From an optimization exercise on the open Yosys and OpenROAD flow, aimed at small area; shortcuts taken in it are not production practice. In this exercise RTL edits were held to simulation tests only and were not proved equivalent to the original. Power is estimated from default activity; no workload was simulated.

==> flow/design.v <==
module debouncer (
    input  CLK,
    input  RST_N,
    input  btn_in,
    output reg btn_out
);
    reg [4:0] db_cnt;
    reg btn_sync1, btn_sync2, btn_stable;
    wire diff = btn_sync2 ^ btn_stable;
    wire hit  = db_cnt[4] & ~db_cnt[2] & ~db_cnt[0];
    wire run  = diff & ~hit;
    always @(posedge CLK or negedge RST_N) begin
        if (!RST_N) begin
            btn_sync1  <= 1'b0;
            btn_sync2  <= 1'b0;
            btn_stable <= 1'b0;
            db_cnt     <= 5'd0;
            btn_out    <= 1'b0;
        end else begin
            btn_sync1  <= btn_in;
            btn_sync2  <= btn_sync1;
            btn_stable <= btn_stable ^ (diff & hit);
            db_cnt     <= run ? {db_cnt[3:0], ~(db_cnt[4] ^ db_cnt[0])} : 5'd0;
            btn_out    <= btn_stable;
        end
    end
endmodule
module UART_RX (
    input        RX,
    input        CLK,
    input        RST_N,
    output [5:0] FLOOR,
    output       HALLup,
    output       HALLdown,
    output       CARcall,
    output       ERR
);
    localparam IDLE = 2'd0, START = 2'd1, DATA = 2'd2, STOP = 2'd3;
    localparam P_ST   = 4'd0,  P_C   = 4'd1,  P_C1  = 4'd2,  P_C2 = 4'd3,
               P_N1   = 4'd4,  P_N2  = 4'd5,  P_U   = 4'd6,  P_UP = 4'd7,
               P_D    = 4'd8,  P_DO  = 4'd9,  P_DOW = 4'd10, P_DOWN = 4'd11,
               P_BAD  = 4'd12;
    reg [1:0] rx_state;
    reg [2:0] clk_cnt;
    reg [8:0] sr;
    reg       rdy1, rdy2;
    reg [3:0] ps;
    reg [5:0] val;
    wire       rx_done = (rx_state == IDLE) && (clk_cnt == 3'd0) && sr[0];
    wire [7:0] b       = sr[8:1];
    wire       is_dig  = (b[7:4] == 4'h3) && (b[3:0] <= 4'd9);
    wire       is_C    = (b == 8'h43);
    wire       is_U    = (b == 8'h55);
    wire       is_P    = (b == 8'h50);
    wire       is_D    = (b == 8'h44);
    wire       is_O    = (b == 8'h4F);
    wire       is_W    = (b == 8'h57);
    wire       is_N    = (b == 8'h4E);
    wire       is_CR   = (b == 8'h0D);
    reg [3:0] ps_n;
    always @(*) begin
        ps_n = P_BAD;
        case (ps)
            P_ST:   if (is_C) ps_n = P_C; else if (is_dig) ps_n = P_N1;
            P_C:    if (is_dig) ps_n = P_C1;
            P_C1:   if (is_dig) ps_n = P_C2;
            P_N1:   if (is_dig) ps_n = P_N2; else if (is_U) ps_n = P_U; else if (is_D) ps_n = P_D;
            P_N2:   if (is_U) ps_n = P_U; else if (is_D) ps_n = P_D;
            P_U:    if (is_P) ps_n = P_UP;
            P_D:    if (is_O) ps_n = P_DO;
            P_DO:   if (is_W) ps_n = P_DOW;
            P_DOW:  if (is_N) ps_n = P_DOWN;
            default: ps_n = P_BAD;
        endcase
    end
    wire first_dig = (ps == P_ST) || (ps == P_C);
    wire [5:0] val10 = {val[2:0], 3'b000} + {val[4:0], 1'b0} + {2'b00, b[3:0]};
    always @(posedge CLK or negedge RST_N) begin
        if (!RST_N) begin
            rx_state <= IDLE;
            clk_cnt  <= 3'd1;
            rdy1     <= 1'b0;
            rdy2     <= 1'b0;
            ps       <= P_ST;
        end else begin
            rdy1 <= rx_done & is_CR;
            rdy2 <= rdy1;
            case (rx_state)
                IDLE: begin
                    if (RX == 1'b0) begin
                        rx_state <= START;
                        clk_cnt  <= 3'd0;
                    end else
                        clk_cnt  <= 3'd1;
                end
                START: begin
                    if (clk_cnt == 3'd4) begin
                        if (RX == 1'b0) begin
                            rx_state <= DATA;
                            clk_cnt  <= 3'd0;
                        end else
                            rx_state <= IDLE;
                    end else
                        clk_cnt <= clk_cnt + 3'd1;
                end
                DATA: begin
                    if (clk_cnt == 3'd7) begin
                        if (sr[1]) rx_state <= STOP;
                    end
                    clk_cnt <= clk_cnt + 3'd1;
                end
                STOP: begin
                    if (clk_cnt == 3'd7) rx_state <= IDLE;
                    clk_cnt <= clk_cnt + 3'd1;
                end
            endcase
            if (rdy2)
                ps <= P_ST;
            else if (rx_done && !is_CR)
                ps <= ps_n;
        end
    end
    always @(posedge CLK) begin
        if (rx_state == START && clk_cnt == 3'd4)
            sr <= 9'h100;
        else if (rx_state == DATA && clk_cnt == 3'd7)
            sr <= {RX, sr[8:1]};
        else if (rx_state == STOP && clk_cnt == 3'd7)
            sr[0] <= RX;
        if (rx_done && is_dig)
            val <= first_dig ? {2'b00, b[3:0]} : val10;
    end
    wire vok = (val[5] ? (val[4:0] == 5'd0) : (val[4:0] != 5'd0));
    wire c_ok  = (ps == P_C1) || (ps == P_C2);
    wire up_ok = (ps == P_UP);
    wire dn_ok = (ps == P_DOWN);
    assign FLOOR    = val;
    assign CARcall  = rdy2 & vok & c_ok;
    assign HALLup   = rdy2 & vok & up_ok;
    assign HALLdown = rdy2 & vok & dn_ok;
    assign ERR      = rdy2 & ~(vok & (c_ok | up_ok | dn_ok));
endmodule
module UART_TX (
    output reg  TX,
    input [1:0] TENS,
    input [3:0] ONES,
    input       UP,
    input       DN,
    input       ERR,
    input       CLK,
    input       RST_N,
    input       TX_temp_stop
);
    reg [10:0] sec;
    wire sec_wrap = &{sec[10:6], sec[3:0]};           
    wire one_sec_tick = (sec == 11'd0);
    wire tick = (sec[2:0] == 3'd0);
    always @(posedge CLK or negedge RST_N) begin
        if (!RST_N) sec <= 11'h7FF;
        else if (sec_wrap) sec <= {10'd0, sec[4]};
        else sec <= sec + 11'd1;
    end
    reg [1:0] mt;
    reg [1:0] mtens;
    reg [3:0] mones;
    reg [3:0] msg_idx;
    reg [3:0] bc;           
    reg tx_busy;
    reg abort_req;
    wire err = (mt == 2'b11);
    reg [7:0] ch;
    always @(*) begin
        case (msg_idx)
            4'd0:  ch = "F";
            4'd1:  ch = ":";
            4'd2:  ch = {6'b001100, mtens};
            4'd3:  ch = {4'h3, mones};
            4'd4:  ch = ",";
            4'd5:  ch = "D";
            4'd6:  ch = err ? "E" : "I";
            4'd7:  ch = "R";
            4'd8:  ch = err ? "R" : ":";
            4'd9:  ch = err ? ":" : (mt == 2'b00) ? "U" : (mt == 2'b01) ? "S" : "D";
            4'd10: ch = err ? "C" : (mt == 2'b00) ? "P" : (mt == 2'b01) ? "T" : "O";
            4'd11: ch = err ? "M" : (mt == 2'b00) ? 8'h0D : (mt == 2'b01) ? "O" : "W";
            4'd12: ch = err ? "D" : (mt == 2'b00) ? 8'h0A : (mt == 2'b01) ? "P" : "N";
            4'd13: ch = 8'h0D;
            default: ch = 8'h0A;
        endcase
    end
    wire last = (msg_idx == 4'd14) | ((mt == 2'b00) & (msg_idx == 4'd12));
    wire load = (ERR || one_sec_tick) && !tx_busy && !TX_temp_stop;
    wire cend = (bc == 4'd8);
    always @(posedge CLK or negedge RST_N) begin
        if (!RST_N) begin
            TX        <= 1'b1;
            tx_busy   <= 1'b0;
            abort_req <= 1'b0;
        end else begin
            if (TX_temp_stop && tx_busy)
                abort_req <= 1'b1;
            if (load)
                tx_busy <= 1'b1;
            if (tick) begin
                if (tx_busy) begin
                    TX <= bc[3] ? ~bc[0] : ch[bc[2:0]];
                    if (cend) begin
                        if (abort_req) begin
                            tx_busy   <= 1'b0;
                            abort_req <= 1'b0;
                        end else if (last)
                            tx_busy <= 1'b0;
                    end
                end else begin
                    TX <= 1'b1;
                    if (!TX_temp_stop)
                        abort_req <= 1'b0;
                end
            end
        end
    end
    always @(posedge CLK) begin
        if (load) begin
            mt      <= ERR ? 2'b11 : {DN, ~UP & ~DN};
            mtens   <= TENS;
            mones   <= ONES;
            msg_idx <= ERR ? 4'd6 : 4'd0;
            bc      <= 4'd15;
        end else if (tick && tx_busy) begin
            if (cend) begin
                bc <= 4'd15;
                if (!abort_req && !last)
                    msg_idx <= msg_idx + 4'd1;
            end else
                bc <= bc + 4'd1;
        end
    end
endmodule
module elevator_controller (
    input        CLK,
    input        RST_N,
    input        BTN_OPEN_db,
    input        BTN_CLOSE_db,
    input        EMG_STOP,
    input        UART_RX,
    input        TX_temp_stop_db,
    output       UART_TX,
    output       MOTOR_UP,
    output       MOTOR_DN,
    output       DOOR_OPEN_DRV,
    output       DOOR_CLOSE_DRV,
    output [4:0] o_floor,        
    output       o_up,
    output       o_dn,
    input  [1:0] i_tens,
    input  [3:0] i_ones
);
    localparam S_IDLE = 3'd0, S_MU = 3'd1, S_MD = 3'd2, S_DC = 3'd3,
               S_DO   = 3'd4, S_DW = 3'd5;
    localparam M_NORM = 2'd0, M_EMG = 2'd1, M_RES = 2'd2;
    localparam D_UP = 2'b00, D_STOP = 2'b01, D_DOWN = 2'b10;
    reg [2:0]  st;
    reg [1:0]  mode;
    reg [1:0]  dir;
    reg [4:0]  f;
    reg [12:0] timer;
    reg        close_req;
    reg        tx_err_req;
    reg [31:0] hu, hd, cc;      
    wire [5:0] rx_floor;
    wire rx_hall_up, rx_hall_down, rx_car_call, rx_err_pulse;
    UART_RX i_uart_rx (
        .CLK(CLK), .RST_N(RST_N), .RX(UART_RX),
        .FLOOR(rx_floor), .HALLup(rx_hall_up), .HALLdown(rx_hall_down),
        .CARcall(rx_car_call), .ERR(rx_err_pulse)
    );
    wire norm = (mode == M_NORM);
    wire res  = (mode == M_RES);
    wire emg  = EMG_STOP;
    assign MOTOR_UP       = norm & (st == S_MU);
    assign MOTOR_DN       = norm & (st == S_MD);
    assign DOOR_OPEN_DRV  = norm & ((st == S_DO) | (st == S_DW));
    assign DOOR_CLOSE_DRV = norm & (st == S_DC);
    assign o_floor = f;
    assign o_up    = MOTOR_UP;
    assign o_dn    = MOTOR_DN;
    UART_TX i_uart_tx (
        .CLK(CLK), .RST_N(RST_N), .TENS(i_tens), .ONES(i_ones), .UP(o_up), .DN(o_dn),
        .ERR(tx_err_req), .TX(UART_TX), .TX_temp_stop(TX_temp_stop_db)
    );
    wire [31:0] anyc = hu | hd | cc;
    reg  [31:0] above_m, below_m;
    integer i;
    always @(*) begin
        for (i = 0; i < 32; i = i + 1) begin
            above_m[i] = (i > f);
            below_m[i] = (i < f);
        end
    end
    wire [31:0] A = anyc & above_m;
    wire [31:0] B = anyc & below_m;
    wire any_above = |A;
    wire any_below = |B;
    function [4:0] lowest;
        input [31:0] x;
        integer k;
        begin
            lowest = 5'd0;
            for (k = 31; k >= 0; k = k - 1) if (x[k]) lowest = k;
        end
    endfunction
    function [4:0] highest;
        input [31:0] x;
        integer k;
        begin
            highest = 5'd0;
            for (k = 0; k < 32; k = k + 1) if (x[k]) highest = k;
        end
    endfunction
    wire [15:0] a1v = A[31:16] | A[15:0];
    wire [4:0] ca, cb;
    wire [31:0] Br;
    genvar gi;
    generate for (gi = 0; gi < 32; gi = gi + 1) begin : rv
        assign Br[gi] = B[31-gi];
    end endgenerate
    wire [4:0] cbr;
    penc32 pa (.x(A), .idx(ca));
    penc32 pb (.x(Br), .idx(cbr));
    assign cb = ~cbr;
    wire at_up = hu[f];
    wire at_dn = hd[f];
    wire at_cc = cc[f];
    wire at_any = at_up | at_dn | at_cc;
    wire d_up = (dir == D_UP);
    wire d_dn = dir[1];
    wire d_st = dir[0];
    wire stop_here = at_cc | (at_up & ~d_dn) | (at_dn & ~d_up) |
                     (d_up & at_any & ~any_above) | (d_dn & at_any & ~any_below);
    wire [5:0] sum_ab = ca + cb;
    wire [5:0] two_f  = {f, 1'b0};
    wire up_le = (sum_ab <= two_f);
    wire up_lt = (sum_ab <  two_f);
    wire t_door  = &{timer[10:6], timer[3:0]};                
    wire t_move  = &{timer[11:7], timer[4:0]};                
    wire t_dwell = timer[12] & timer[10] & timer[9] & timer[8] &
                   timer[6] & timer[5] & timer[3] & timer[2] & timer[1] & timer[0];  
    reg [2:0] nst;
    reg [1:0] ndir;
    always @(*) begin
        nst  = st;
        ndir = dir;
        case (st)
            S_IDLE: begin
                if (stop_here)
                    nst = S_DO;
                else if (d_up) begin
                    if (any_above) nst = S_MU;
                    else if (any_below) begin nst = S_MD; ndir = D_DOWN; end
                    else ndir = D_STOP;
                end else if (d_dn) begin
                    if (any_below) nst = S_MD;
                    else if (any_above) begin nst = S_MU; ndir = D_UP; end
                    else ndir = D_STOP;
                end else begin
                    if (any_above && (!any_below || up_le)) begin nst = S_MU; ndir = D_UP; end
                    else if (any_below) begin nst = S_MD; ndir = D_DOWN; end
                end
            end
            S_MU: begin
                ndir = D_UP;
                if (f == 5'd31 || t_move) nst = S_IDLE;
            end
            S_MD: begin
                ndir = D_DOWN;
                if (f == 5'd0 || t_move) nst = S_IDLE;
            end
            S_DO: begin
                if (t_door) nst = (close_req || BTN_CLOSE_db) ? S_DC : S_DW;
            end
            S_DW: begin
                if (BTN_OPEN_db) nst = S_DO;
                else if (BTN_CLOSE_db || close_req || t_dwell) nst = S_DC;
            end
            S_DC: begin
                if (BTN_OPEN_db) nst = S_DO;
                else if (t_door) nst = S_IDLE;
            end
            default: ;
        endcase
    end
    wire open_ev = ~emg & ((norm & (nst == S_DO) & (st != S_DO)) | (res & (st == S_DO)));
    wire clr_up = at_up & (~at_dn | d_up | (d_dn & ~any_below) |
                  (d_st & ((any_above & ~any_below) | (any_above & any_below & up_lt) | (~any_above & ~any_below))));
    wire clr_dn = at_dn & (~at_up | d_dn | (d_up & ~any_above) |
                  (d_st & ((~any_above & any_below) | (any_above & any_below & ~up_lt) | (~any_above & ~any_below))));
    wire [31:0] f_hot = 32'd1 << f;
    wire [31:0] rx_hot = 32'd1 << (rx_floor[4:0] - 5'd1);
    always @(posedge CLK or negedge RST_N) begin
        if (!RST_N) begin
            st         <= S_IDLE;
            mode       <= M_NORM;
            dir        <= D_STOP;
            f          <= 5'd0;
            close_req  <= 1'b0;
            tx_err_req <= 1'b0;
            hu         <= 32'd0;
            hd         <= 32'd0;
            cc         <= 32'd0;
        end else if (emg) begin
            mode      <= M_EMG;
            if (res) st <= S_IDLE;
            dir       <= D_STOP;
            close_req <= 1'b0;
        end else begin
            case (mode)
                M_NORM: begin
                    st  <= nst;
                    dir <= ndir;
                end
                M_EMG: begin
                    mode <= (st == S_IDLE) ? M_NORM : M_RES;
                    dir  <= D_STOP;
                end
                default: begin
                    mode <= M_NORM;
                    dir  <= (st == S_MU) ? D_UP : (st == S_MD) ? D_DOWN : D_STOP;
                end
            endcase
            if (norm) begin
                if (st == S_DO || st == S_DW) begin
                    if (BTN_OPEN_db)       close_req <= 1'b0;
                    else if (BTN_CLOSE_db) close_req <= 1'b1;
                end
                if (nst == S_DC) close_req <= 1'b0;
                if (st == S_MU && t_move && f != 5'd31) f <= f + 5'd1;
                if (st == S_MD && t_move && f != 5'd0)  f <= f - 5'd1;
            end
            tx_err_req <= rx_err_pulse;
            hu <= (hu | (rx_hall_up   ? rx_hot : 32'd0)) & ~((open_ev & clr_up) ? f_hot : 32'd0);
            hd <= (hd | (rx_hall_down ? rx_hot : 32'd0)) & ~((open_ev & clr_dn) ? f_hot : 32'd0);
            cc <= (cc | (rx_car_call  ? rx_hot : 32'd0)) & ~(open_ev ? f_hot : 32'd0);
        end
    end
    always @(posedge CLK) begin
        if (!emg) begin
            if (norm)
                timer <= (nst != st) ? 13'd0 : timer + 13'd1;
            else if (res && (st == S_DO || st == S_DC))
                timer <= 13'd0;
        end
    end
endmodule
module penc2 (input [1:0] x, output v, output idx);
    assign v = x[0] | x[1];
    assign idx = ~x[0];
endmodule
module penc32 (input [31:0] x, output [4:0] idx);
    wire [15:0] v1; wire [15:0] i1;
    genvar k;
    generate for (k = 0; k < 16; k = k + 1) begin : l1
        assign v1[k] = x[2*k] | x[2*k+1];
        assign i1[k] = ~x[2*k];
    end endgenerate
    wire [7:0] v2; wire [15:0] i2;
    generate for (k = 0; k < 8; k = k + 1) begin : l2
        assign v2[k] = v1[2*k] | v1[2*k+1];
        assign i2[2*k+1] = ~v1[2*k];
        assign i2[2*k]   = v1[2*k] ? i1[2*k] : i1[2*k+1];
    end endgenerate
    wire [3:0] v3; wire [11:0] i3;
    generate for (k = 0; k < 4; k = k + 1) begin : l3
        assign v3[k] = v2[2*k] | v2[2*k+1];
        assign i3[3*k+2] = ~v2[2*k];
        assign i3[3*k+1 -: 2] = v2[2*k] ? i2[4*k+1 -: 2] : i2[4*k+3 -: 2];
    end endgenerate
    wire [1:0] v4; wire [7:0] i4;
    generate for (k = 0; k < 2; k = k + 1) begin : l4
        assign v4[k] = v3[2*k] | v3[2*k+1];
        assign i4[4*k+3] = ~v3[2*k];
        assign i4[4*k+2 -: 3] = v3[2*k] ? i3[6*k+2 -: 3] : i3[6*k+5 -: 3];
    end endgenerate
    assign idx[4] = ~v4[0];
    assign idx[3:0] = v4[0] ? i4[3:0] : i4[7:4];
endmodule
module elevator_display_controller (
    input  [4:0] floor_idx,      
    input        up,
    input        dn,
    output [1:0] tens_o,
    output [3:0] ones_o,
    output [6:0] HEX7_O,
    output [6:0] HEX6_O,
    output [6:0] HEX5_O,
    output [6:0] HEX4_O,
    output [6:0] HEX3_O,
    output [6:0] HEX2_O,
    output [6:0] HEX1_O,
    output [6:0] HEX0_O
);
    localparam SEG_U = 7'b1000001;
    localparam SEG_P = 7'b0001100;
    localparam SEG_D = 7'b0100001;
    localparam SEG_O = 7'b1000000;
    localparam SEG_W = 7'b0010101;
    localparam SEG_N = 7'b0101011;
    localparam SEG_S = 7'b0010010;
    localparam SEG_T = 7'b0000111;
    localparam SEG_BLANK = 7'b1111111;
    function [6:0] seg;
        input [3:0] d;
        begin
            case (d)
                4'd0: seg = 7'b1000000;
                4'd1: seg = 7'b1111001;
                4'd2: seg = 7'b0100100;
                4'd3: seg = 7'b0110000;
                4'd4: seg = 7'b0011001;
                4'd5: seg = 7'b0010010;
                4'd6: seg = 7'b0000010;
                4'd7: seg = 7'b1111000;
                4'd8: seg = 7'b0000000;
                default: seg = 7'b0010000;
            endcase
        end
    endfunction
    wire [5:0] n = floor_idx + 6'd1;
    wire [1:0] tens = (n >= 6'd30) ? 2'd3 : (n >= 6'd20) ? 2'd2 : (n >= 6'd10) ? 2'd1 : 2'd0;
    wire [5:0] ones = n - tens * 6'd10;
    assign tens_o = tens;
    assign ones_o = ones[3:0];
    assign HEX5_O = seg({2'b00, tens});
    assign HEX4_O = seg(ones[3:0]);
    assign HEX7_O = up ? SEG_U : SEG_BLANK;
    assign HEX6_O = up ? SEG_P : SEG_BLANK;
    assign HEX3_O = up ? SEG_BLANK : dn ? SEG_D : SEG_S;
    assign HEX2_O = up ? SEG_BLANK : dn ? SEG_O : SEG_T;
    assign HEX1_O = up ? SEG_BLANK : dn ? SEG_W : SEG_O;
    assign HEX0_O = up ? SEG_BLANK : dn ? SEG_N : SEG_P;
endmodule
module ELEVATOR_TOP (
    input CLK,
    input RST_N,
    input BTN_OPEN,
    input BTN_CLOSE,
    input EMG_STOP,
    input UART_RXD,
    input BTN_TX_STOP,
    output UART_TXD,
    output [6:0] HEX0,
    output [6:0] HEX1,
    output [6:0] HEX2,
    output [6:0] HEX3,
    output [6:0] HEX4,
    output [6:0] HEX5,
    output [6:0] HEX6,
    output [6:0] HEX7,
    output MOTOR_UP,
    output MOTOR_DN,
    output DOOR_OPEN_DRV,
    output DOOR_CLOSE_DRV
);
    wire [4:0] floor_w;
    wire up_w, dn_w;
    wire [1:0] tens_w;
    wire [3:0] ones_w;
    wire btn_open_db, btn_close_db, btn_emg_db, tx_stop_db;
    debouncer db_open   (.CLK(CLK), .RST_N(RST_N), .btn_in(~BTN_OPEN),    .btn_out(btn_open_db));
    debouncer db_close  (.CLK(CLK), .RST_N(RST_N), .btn_in(~BTN_CLOSE),   .btn_out(btn_close_db));
    debouncer db_emg    (.CLK(CLK), .RST_N(RST_N), .btn_in(~EMG_STOP),    .btn_out(btn_emg_db));
    debouncer db_txstop (.CLK(CLK), .RST_N(RST_N), .btn_in(~BTN_TX_STOP), .btn_out(tx_stop_db));
    elevator_controller i_controller (
        .CLK(CLK), .RST_N(RST_N),
        .BTN_OPEN_db(btn_open_db), .BTN_CLOSE_db(btn_close_db), .EMG_STOP(btn_emg_db),
        .UART_RX(UART_RXD), .TX_temp_stop_db(tx_stop_db), .UART_TX(UART_TXD),
        .MOTOR_UP(MOTOR_UP), .MOTOR_DN(MOTOR_DN),
        .DOOR_OPEN_DRV(DOOR_OPEN_DRV), .DOOR_CLOSE_DRV(DOOR_CLOSE_DRV),
        .o_floor(floor_w), .o_up(up_w), .o_dn(dn_w),
        .i_tens(tens_w), .i_ones(ones_w)
    );
    elevator_display_controller i_display (
        .floor_idx(floor_w), .up(up_w), .dn(dn_w),
        .tens_o(tens_w), .ones_o(ones_w),
        .HEX7_O(HEX7), .HEX6_O(HEX6), .HEX5_O(HEX5), .HEX4_O(HEX4),
        .HEX3_O(HEX3), .HEX2_O(HEX2), .HEX1_O(HEX1), .HEX0_O(HEX0)
    );
endmodule
==> flow/flow/run.sh <==
#!/bin/bash
# Own layout flow: the standard synthesis, then an area-oriented re-map of
# the combinational logic (registers untouched), then the standard layout
# with the port buffers made from the smallest buffer cell.
set -euo pipefail
HERE=$(pwd)
R=$HERE/orfs/results/$FLOW_PLATFORM/ELEVATOR_TOP/base
YOSYS=yosys
[[ -x $FLOW_HOME/../tools/install/yosys/bin/yosys ]] && YOSYS=$FLOW_HOME/../tools/install/yosys/bin/yosys

bash standard.sh synth > $HERE/log_1_standard_synth.log 2>&1

cp $R/1_2_yosys.v $HERE/1_2_yosys_standard.v
export REMAP_LIB=$FLOW_HOME/platforms/sky130hd/lib/sky130_fd_sc_hd__tt_025C_1v80.lib
export REMAP_DONT_USE="$(make -s -C $FLOW_HOME DESIGN_CONFIG=$HERE/config.mk WORK_HOME=$HERE/orfs print-DONT_USE_CELLS 2>/dev/null | tail -1 | sed 's/^DONT_USE_CELLS: //')"
export REMAP_IN=$HERE/1_2_yosys_standard.v
# eight ABC runs (four deepsyn seeds, each followed by eight or by four
# rounds of area mapping), four at a time; keep the smallest netlist
for s in 1 2 3 4 5 6 7 8; do
  if (( s == 5 )); then wait; fi
  ( REMAP_OUT=$HERE/1_2_yosys_remap_$s.v REMAP_STAT=$HERE/remap_stat_$s.txt REMAP_SCRIPT=$HERE/flow/remap_$s.abc \
    $YOSYS -c $HERE/flow/remap.tcl > $HERE/log_2_remap_$s.log 2>&1 ) &
done
wait
best=""; besta=""
for s in 1 2 3 4 5 6 7 8; do
  a=$(grep "Chip area for module" $HERE/remap_stat_$s.txt 2>/dev/null | tail -1 | awk '{print $NF}')
  [[ -n "$a" && -s $HERE/1_2_yosys_remap_$s.v ]] || continue
  if [[ -z "$best" ]] || awk -v a="$a" -v b="$besta" 'BEGIN{exit !(a<b)}'; then best=$s; besta=$a; fi
done
[[ -n "$best" ]]
echo "remap: kept run $best, area $besta" > $HERE/remap_choice.txt
cp $HERE/1_2_yosys_remap_$best.v $R/1_2_yosys.v
touch $R/1_2_yosys.v

export BUFFER_PORTS_ARGS="-buffer_cell sky130_fd_sc_hd__buf_1"
# clock tree: small clock buffers, larger sink clusters, no dummy loads
export CTS_ARGS="$(cat $HERE/flow/cts_args.txt)"
bash standard.sh finish > $HERE/log_3_standard_layout.log 2>&1
==> flow/flow/cts_args.txt <==
-sink_clustering_enable -repair_clock_nets -dont_use_dummy_load -buf_list sky130_fd_sc_hd__clkbuf_8 -sink_clustering_size 16 -sink_clustering_max_diameter 80
==> flow/flow/remap.tcl <==
# Re-map the combinational logic of the standard synthesis netlist for area.
# Flip-flops and tie cells are kept as they are (same instances, names and
# cell types); only the gates between them are re-mapped by ABC.
yosys -import
set lib $::env(REMAP_LIB)
set dont_use {}
foreach c $::env(REMAP_DONT_USE) { lappend dont_use -dont_use $c }
read_liberty -ignore_miss_func $lib
read_verilog $::env(REMAP_IN)
hierarchy -top $::env(FLOW_TOP)
setattr -mod -set keep_hierarchy 1 sky130_fd_sc_hd__df* sky130_fd_sc_hd__edf* sky130_fd_sc_hd__sdf* sky130_fd_sc_hd__dl* sky130_fd_sc_hd__conb_1
flatten
opt_clean
select $::env(FLOW_TOP)
abc -liberty $lib {*}$dont_use -script $::env(REMAP_SCRIPT)
splitnets
opt_clean -purge
hilomap -singleton -hicell sky130_fd_sc_hd__conb_1 HI -locell sky130_fd_sc_hd__conb_1 LO
insbuf -buf sky130_fd_sc_hd__buf_1 A X
opt_clean -purge
tee -o $::env(REMAP_STAT) stat -liberty $lib
write_verilog -noattr -nohex -nodec -selected $::env(REMAP_OUT)
==> flow/flow/remap_1.abc <==
strash
&get -n
&deepsyn -I 1 -J 10 -S 1
&put
strash
&get -n
&st
&dch -f
&nf -a -R 1000
&put
strash
&get -n
&st
&dch -f
&nf -a -R 1000
&put
strash
&get -n
&st
&dch -f
&nf -a -R 1000
&put
strash
&get -n
&st
&dch -f
&nf -a -R 1000
&put
strash
&get -n
&st
&dch -f
&nf -a -R 1000
&put
strash
&get -n
&st
&dch -f
&nf -a -R 1000
&put
strash
&get -n
&st
&dch -f
&nf -a -R 1000
&put
strash
&get -n
&st
&dch -f
&nf -a -R 1000
&put
topo
==> flow/flow/remap_2.abc <==
strash
&get -n
&deepsyn -I 1 -J 10 -S 2
&put
strash
&get -n
&st
&dch -f
&nf -a -R 1000
&put
strash
&get -n
&st
&dch -f
&nf -a -R 1000
&put
strash
&get -n
&st
&dch -f
&nf -a -R 1000
&put
strash
&get -n
&st
&dch -f
&nf -a -R 1000
&put
strash
&get -n
&st
&dch -f
&nf -a -R 1000
&put
strash
&get -n
&st
&dch -f
&nf -a -R 1000
&put
strash
&get -n
&st
&dch -f
&nf -a -R 1000
&put
strash
&get -n
&st
&dch -f
&nf -a -R 1000
&put
topo
==> flow/flow/remap_3.abc <==
strash
&get -n
&deepsyn -I 1 -J 10 -S 3
&put
strash
&get -n
&st
&dch -f
&nf -a -R 1000
&put
strash
&get -n
&st
&dch -f
&nf -a -R 1000
&put
strash
&get -n
&st
&dch -f
&nf -a -R 1000
&put
strash
&get -n
&st
&dch -f
&nf -a -R 1000
&put
strash
&get -n
&st
&dch -f
&nf -a -R 1000
&put
strash
&get -n
&st
&dch -f
&nf -a -R 1000
&put
strash
&get -n
&st
&dch -f
&nf -a -R 1000
&put
strash
&get -n
&st
&dch -f
&nf -a -R 1000
&put
topo
==> flow/flow/remap_4.abc <==
strash
&get -n
&deepsyn -I 1 -J 10 -S 4
&put
strash
&get -n
&st
&dch -f
&nf -a -R 1000
&put
strash
&get -n
&st
&dch -f
&nf -a -R 1000
&put
strash
&get -n
&st
&dch -f
&nf -a -R 1000
&put
strash
&get -n
&st
&dch -f
&nf -a -R 1000
&put
strash
&get -n
&st
&dch -f
&nf -a -R 1000
&put
strash
&get -n
&st
&dch -f
&nf -a -R 1000
&put
strash
&get -n
&st
&dch -f
&nf -a -R 1000
&put
strash
&get -n
&st
&dch -f
&nf -a -R 1000
&put
topo
==> flow/flow/remap_5.abc <==
strash
&get -n
&deepsyn -I 1 -J 10 -S 1
&put
strash
&get -n
&st
&dch -f
&nf -a -R 1000
&put
strash
&get -n
&st
&dch -f
&nf -a -R 1000
&put
strash
&get -n
&st
&dch -f
&nf -a -R 1000
&put
strash
&get -n
&st
&dch -f
&nf -a -R 1000
&put
topo
==> flow/flow/remap_6.abc <==
strash
&get -n
&deepsyn -I 1 -J 10 -S 2
&put
strash
&get -n
&st
&dch -f
&nf -a -R 1000
&put
strash
&get -n
&st
&dch -f
&nf -a -R 1000
&put
strash
&get -n
&st
&dch -f
&nf -a -R 1000
&put
strash
&get -n
&st
&dch -f
&nf -a -R 1000
&put
topo
==> flow/flow/remap_7.abc <==
strash
&get -n
&deepsyn -I 1 -J 10 -S 3
&put
strash
&get -n
&st
&dch -f
&nf -a -R 1000
&put
strash
&get -n
&st
&dch -f
&nf -a -R 1000
&put
strash
&get -n
&st
&dch -f
&nf -a -R 1000
&put
strash
&get -n
&st
&dch -f
&nf -a -R 1000
&put
topo
==> flow/flow/remap_8.abc <==
strash
&get -n
&deepsyn -I 1 -J 10 -S 4
&put
strash
&get -n
&st
&dch -f
&nf -a -R 1000
&put
strash
&get -n
&st
&dch -f
&nf -a -R 1000
&put
strash
&get -n
&st
&dch -f
&nf -a -R 1000
&put
strash
&get -n
&st
&dch -f
&nf -a -R 1000
&put
topo
==> flow/standard.sh <==
#!/bin/bash
# synth_recipe.tcl (not shown) runs the flow's synth.tcl, then flattens the netlist and writes it again
# the make line also repeats each setting of config.mk as NAME=value (left out here)
make -C /OpenROAD-flow-scripts/flow DESIGN_CONFIG=/design/flow/config.mk WORK_HOME=/design/flow/orfs CLKGATE_MAP_FILE= SYNTH_SCRIPT=/design/flow/synth_recipe.tcl "${@:-finish}"
==> flow/config.mk <==
export PLATFORM = sky130hd
export DESIGN_NAME = ELEVATOR_TOP
export DESIGN_NICKNAME = ELEVATOR_TOP
export VERILOG_FILES = /design/flow/design.v
export SDC_FILE = /design/flow/constraint.sdc
export NUM_CORES = 4
export LEC_CHECK = 0
export CAP_MARGIN = 0
export CORE_MARGIN = 2
export CORE_UTILIZATION = 60
export SLEW_MARGIN = 0
==> flow/constraint.sdc <==
create_clock -name core_clock -period 25.0 [get_ports {CLK}]
set_input_delay 5.0000 -clock core_clock [delete_from_list [all_inputs] [get_ports {CLK}]]
set_output_delay 5.0000 -clock core_clock [all_outputs]
set_load 0.01 [all_outputs]
==> metrics.csv, run 1 <==
stage,metric,value,unit
yosys,syn_area_per_cell,8.590,sq um
layout,stdcell_count,1615,
clocking,h-tree-depth,1,
yosys,syn-cell-area,0.01135,sq mm
layout,synthToLayoutAreaGrowth,7.090,%
sta,period_share,35.07,%
detailed_routing,wire_per_inst,22.02,microns
detailed_routing,vias,11030,
layout,drive_gt1_share,4.055,%
flow_run,cap_violations,0,
clocking,cts_made_buffers,18,
placed_design,portBuffers,61,
die,die_y,141.5,microns
detailed_routing,drc,0,
sta,relSlewSlack,29.06,%
sta,clock_skew,0.05828,ns
critical_path,path_class,reg2out,
die,ios,68,
die,die_w,141.5,microns
pwr,p_switching,206.2,uW
pwr,p_sw_share,29.02,%
pwr,power_leakage,5.096,nW
critical_path,r2r_end,i_controller.hd[1]$_DFFE_PN0N_,
sta,hold_viol_final,0,
sta,grt_setup_unrepaired,false,
global_route,grt_first_pass_wirelength,55.31,mm
clocking,postCtsSetupBuffers,0,
critical_path,path_cells,"clkinv_1, or3_1, and2_0, nor2_1, xnor2_1, nor2_1, nor3_1, buf_1",
sta,worst_pin_slew,1.058,ns
sta,whs,0.3494,ns
placed_design,placed_cell_area,0.01190,sq mm
yosys,synthCells,1321,
worst_hold_path,hold_path_end,db_txstop.btn_sync2$_DFF_PN0_,
critical_path,reg2reg_from,i_controller.f[0]$_DFFE_PN0P_,
pwr,p_total,710.6,uW
die,placementRows,50,
placed_design,post-place-ws,16.88,ns
sta,fmax,114.0,MHz
critical_path,crit_arrival,3.77,ns
pwr,p_int,504.4,uW
detailed_routing,post_drt_via_cell_ratio,6.828,
pwr,seqPwrFrac,61.3,%
layout,postLayoutCoreUtil,65.18,%
critical_path,rrSetupSlack,16.78,ns
sta,min_period,8.768,ns
layout,fin_nets,1390,
critical_path,crit_required,20.00,ns
sta,setup_viol,0,
clocking,holdBufCountCts,0,
yosys,yosys_warnings,5,
detailed_routing,dr.first_iter.drc_count,1229,
placed_design,placedCellCount,1597,
critical_path,reg2reg_depth,28,
die,floorplan.initialDensity,60.87,%
clocking,post_cts_resized,0,
sta,setup_ws,16.23,ns
clocking,root_buffer,clkbuf_8,
detailed_routing,drtPass1Iterations,8,
placed_design,dp_hpwl,25.39,mm
global_route,grt_pass1_vias,10110,
critical_path,critPathMaxFanout,22,
clocking,clkTransAtPathRegs,0.09,ns
critical_path,start_kind,flop,
global_route,grt_use_total,35.06,%
global_route,antenna_found_initial,0,
critical_path,crit_top_cell,nor2_1,
pwr,p_clk_share,24.7,%
global_route,grt_max_degree,62,
pwr,p_comb_share,14.0,%
worst_hold_path,hp-class,reg2reg,
clocking,cts_buffer_depth,3,
worst_hold_path,min_from,db_txstop.btn_sync1$_DFF_PN0_,
critical_path,crit_path_max_incr_delay,0.86,ns
die,core-area,0.01864,sq mm
sta,slew_violations,0,
detailed_routing,ant_nets,0,
layout,fin_area,0.01215,sq mm
die,dieArea,0.02003,sq mm
global_route,grt.overflow.total,0,
detailed_routing,wirelength,35.56,mm
pwr,max-vdd-ir-drop,0.00006029,V
worst_hold_path,min_path_cells,0,
outcome,outcome,"complete, no violations",
pwr,p_per_area,58.48,mW/mm^2
critical_path,cp-end-kind,output port,
sta,finalSetupTns,0,ns
layout,diodes,0,
clocking,worstSkewPairLatency,0.55,ns
critical_path,crit_slowest_cell,dfrtp_1,
placed_design,routabilityCongestion,1.097,
clocking,clock_sinks,215,
clocking,cts_tree,yes,
worst max-delay path: cells and delay by family (launching register included):
| kind | cells | cell delay (ns) |
|---|---|---|
| AND/OR/NAND/NOR | 5 | 1.42 |
| buffers and inverters | 2 | 0.73 |
| XOR/XNOR | 1 | 0.26 |
| flip-flops | 1 | 0.86 |
layer usage:
metal	routed length, microns	track usage, %	vias to the layer above	share of wire [%]
met5	0	0	-	0
met4	1897	16.05	0	5.3
met3	3782	7.290	154	11
met2	15420	52.48	702	43
met1	14460	49.54	5207	41
li1	-	-	4964	-
flip-flops by register name (all words and copies together), names as in the netlist, 3 cells and up, named ones only:
| register | flops |
|---|---|
| i_controller.timer | 13 |
| db_open.db_cnt | 5 |
| db_txstop.db_cnt | 5 |
| i_controller.i_uart_tx.sec | 11 |
| i_controller.i_uart_rx.sr | 9 |
| i_controller.i_uart_rx.ps | 4 |
| i_controller.cc | 32 |
| i_controller.hd | 32 |
| i_controller.i_uart_rx.val | 6 |
| i_controller.st | 3 |
| i_controller.hu | 32 |
| i_controller.i_uart_tx.msg_idx | 4 |
| i_controller.i_uart_rx.clk_cnt | 3 |
| db_close.db_cnt | 5 |
| i_controller.f | 5 |
| db_emg.db_cnt | 5 |
| i_controller.i_uart_tx.bc | 4 |
| i_controller.i_uart_tx.mones | 4 |
power by group through the flow:
stage	Clock [mW]	Combinational [mW]	Sequential (mW)
floorplan	0	0.0759	0.431
global placement	0	0.0963	0.441
detailed placement	0	0.0997	0.442
CTS	0.177	0.100	0.436
global route	0.189	0.114	0.441
finish	0.176	0.0997	0.435
cell type report:
| cell class | count | area, sq um |
|---|---|---|
| Clock buffer | 18 | 247.7 |
| Fill cell | 1627 | 6491 |
| Inverter | 30 | 112.6 |
| Multi-Input combinational cell | 1039 | 5643 |
| Sequential cell | 215 | 5488 |
| Tap cell | 234 | 292.8 |
| Timing Repair Buffer | 79 | 367.9 |
worst max path at each step:
stage | startpoint | endpoint | cells past startpoint
floorplan | i_controller.f[2]$_DFFE_PN0P_ | HEX4[2] | 7
global placement | i_controller.f[2]$_DFFE_PN0P_ | HEX4[2] | 8
detailed placement | i_controller.f[2]$_DFFE_PN0P_ | HEX4[2] | 8
CTS | i_controller.f[2]$_DFFE_PN0P_ | HEX4[2] | 8
global route | i_controller.f[2]$_DFFE_PN0P_ | HEX4[2] | 8
finish | i_controller.f[2]$_DFFE_PN0P_ | HEX4[2] | 8
cell usage in the layout (no fill, tap or decap), types with 31 or more instances in the layout:
cell / instances
dfrtp_1: 157
a21oi_1: 273
o21ai_0: 71
nor2_1: 149
nand2_1: 102
buf_1: 60
nand3_1: 34
o22ai_1: 31
nor3_1: 75
edfxtp_1: 31
==> run 2, diff against run 1 <==
==> flow/flow/cts_args.txt (replaced) <==
-sink_clustering_enable -repair_clock_nets -dont_use_dummy_load -buf_list sky130_fd_sc_hd__clkbuf_8 -sink_clustering_size 22 -sink_clustering_max_diameter 60
==> run 2 against run 1 <==
- still clean
- core utilization is the same
- wire length shrank 0.20%
- via count fell by 0.19%
- sequential power barely moved
- final area unchanged
- count of clock-buffer cells in the layout stayed put
- sequential share of layout area unchanged
- flip-flop and latch count did not move
- maximum frequency hardly changed
- cell count is the same
- critical endpoint unchanged
==> metrics.csv, run 2 <==
stage,metric,value,unit
sta,slew_violations,0,
layout,final_common_cell,a21oi_1,
detailed_routing,wirelength,35.49,mm
layout,drive_gt1_share,4.055,%
sta,finalSetupTns,0,ns
outcome,outcome,"complete, no violations",
sta,period_share,35.06,%
layout,reg.largest.list,"i_controller.cc (32), i_controller.hd (32), i_controller.hu (32)",
die,die_w,141.5,microns
global_route,grt_first_pass_wirelength,55.25,mm
placed_design,placedCellCount,1597,
placed_design,routabilityCongestion,1.097,
detailed_routing,ant_nets,0,
clocking,postCtsSetupBuffers,0,
clocking,post_cts_resized,0,
pwr,power_leakage,5.096,nW
clocking,root_buffer,clkbuf_8,
sta,clock_skew,0.06984,ns
clocking,cts_buffer_depth,3,
layout,fin_nets,1390,
sta,worst_pin_slew,1.090,ns
detailed_routing,dr.first_iter.drc_count,1386,
worst_hold_path,hp-class,reg2reg,
sta,relSlewSlack,26.91,%
detailed_routing,drtPass1Iterations,8,
yosys,yosys_warnings,5,
clocking,cts_tree,yes,
die,placementRows,50,
critical_path,path_class,reg2out,
critical_path,cp-end-kind,output port,
detailed_routing,post_drt_via_cell_ratio,6.815,
placed_design,portBuffers,61,
global_route,grt.overflow.total,0,
layout,synthToLayoutAreaGrowth,7.090,%
global_route,antenna_found_initial,0,
yosys,synthCells,1321,
critical_path,critPathMaxFanout,22,
global_route,grt_use_total,35.10,%
die,floorplan.initialDensity,60.87,%
die,core-area,0.01864,sq mm
critical_path,start_kind,flop,
clocking,worstSkewPairLatency,0.55,ns
critical_path,crit_arrival,3.76,ns
clocking,cts_made_buffers,18,
die,dieArea,0.02003,sq mm
layout,final_cell_mix,"273 x a21oi_1, 157 x dfrtp_1, 149 x nor2_1, 102 x nand2_1, 75 x nor3_1",
clocking,holdBufCountCts,0,
layout,stdcell_count,1615,
critical_path,rrSetupSlack,16.80,ns
layout,diodes,0,
clocking,h-tree-depth,1,
pwr,max-vdd-ir-drop,0.00006787,V
pwr,p_per_area,58.57,mW/mm^2
sta,fmax,114.1,MHz
die,die_y,141.5,microns
flow_run,cap_violations,0,
global_route,grt_max_degree,62,
clocking,clock_sinks,215,
die,ios,68,
detailed_routing,vias,11010,
global_route,grt_pass1_vias,10050,
layout,fill_cells,1630,
yosys,syn-cell-area,0.01135,sq mm
detailed_routing,drc,0,
placed_design,dp_hpwl,25.39,mm
critical_path,crit_required,20.00,ns
sta,grt_setup_unrepaired,false,
clocking,clkTransAtPathRegs,0.09,ns
sta,setup_viol,0,
yosys,syn_area_per_cell,8.590,sq um
detailed_routing,wire_per_inst,21.98,microns
sta,hold_viol_final,0,
sta,min_period,8.764,ns
[run 2: area by class of cell]
class / count / area (sq um) / area share [%]
multi-input combinational: 1039 / 5643 / 46.44
sequential: 215 / 5488 / 45.16
timing repair buffer: 79 / 367.9 / 3.027
tap: 234 / 292.8 / 2.409
clock buffer: 18 / 247.7 / 2.039
inverter: 30 / 112.6 / 0.9267
[run 2: layer usage]
metal	wire length [microns]	vias up	global-route usage [%]
li1	-	4958	-
met3	4102	150	7.189
met2	15410	713	52.35
met1	14070	5185	49.76
met4	1906	0	16.21
met5	0	-	0
[run 2: critical path: stages (launching register included)]
cell and delay, ns:
dfrtp_1 0.85, clkinv_1 0.53, or3_1 0.54, and2_0 0.22, nor2_1 0.23, xnor2_1 0.25
nor2_1 0.10, nor3_1 0.32, buf_1 0.19
[run 2: power breakdown]
| part | total, mW | switching, mW | internal (mW) |
|---|---|---|---|
| logic | 0.0995 | 0.0598 | 0.0398 |
| clock network | 0.177 | 0.112 | 0.0649 |
| registers | 0.435 | 0.0355 | 0.400 |
[run 2: worst paths after layout]
| path | startpoint | endpoint | depth (start not counted) |
|---|---|---|---|
| worst min register to register | db_txstop.btn_sync1$_DFF_PN0_ | db_txstop.btn_sync2$_DFF_PN0_ | 0 |
| min in group asynchronous | RST_N | i_controller.hd[26]$_DFFE_PN0N_ | 1 |
| worst max-delay path | i_controller.f[2]$_DFFE_PN0P_ | HEX4[2] | 8 |
| worst max register to register | i_controller.f[2]$_DFFE_PN0P_ | i_controller.hd[1]$_DFFE_PN0N_ | 28 |
| worst min-delay path | db_txstop.btn_sync1$_DFF_PN0_ | db_txstop.btn_sync2$_DFF_PN0_ | 0 |
| max in group asynchronous | RST_N | i_controller.hu[17]$_DFFE_PN0N_ | 3 |
[run 2: stage by stage]
| step | hold WS [ns] | util, % | setup slack [ns] | power (mW) | cell area, sq um |
|---|---|---|---|---|---|
| global route | 0.3672 | 65.18 | 16.10 | 0.7452 | 12150 |
| global placement | 0.3326 | 63.85 | 17.02 | 0.5368 | 11900 |
| detailed placement | 0.3358 | 63.85 | 16.88 | 0.5421 | 11900 |
| CTS | 0.3594 | 65.18 | 16.35 | 0.7143 | 12150 |
| floorplan | 0.3312 | - | 17.57 | 0.5071 | 11360 |
| finish | 0.3562 | 65.18 | 16.24 | 0.7117 | 12150 |

## separate check: timing with driven ports
No port has a modelled driver above. Below, the same layouts with a new extraction and two added sets of constraints. Step 1 (the two cells are an assumption about what drives the block):
set clk [get_ports {CLK}]
set_driving_cell -lib_cell sky130_fd_sc_hd__clkbuf_16 $clk
set_driving_cell -lib_cell sky130_fd_sc_hd__buf_2 [delete_from_list [all_inputs] $clk]
Step 2 moves the port delays by t, midway between the first and last clock arrival at a register: inputs arrive t later, outputs are due t later. That takes back most of the time a late clock gives input paths. Slacks: no drivers / after step 1 / after step 2; pairs: no drivers / after step 1.
run | t, ns | setup slack, ns | hold slack, ns | slew at the worst register clock pin (ns)
run 1 | 0.560 | 16.232 / 16.189 / 16.749 | 0.349 / 0.349 / 0.349 | 0.11 / 0.11
run 2 | 0.561 | 16.236 / 16.193 / 16.754 | 0.356 / 0.356 / 0.356 | 0.12 / 0.12
After both steps every run listed still meets setup and hold.
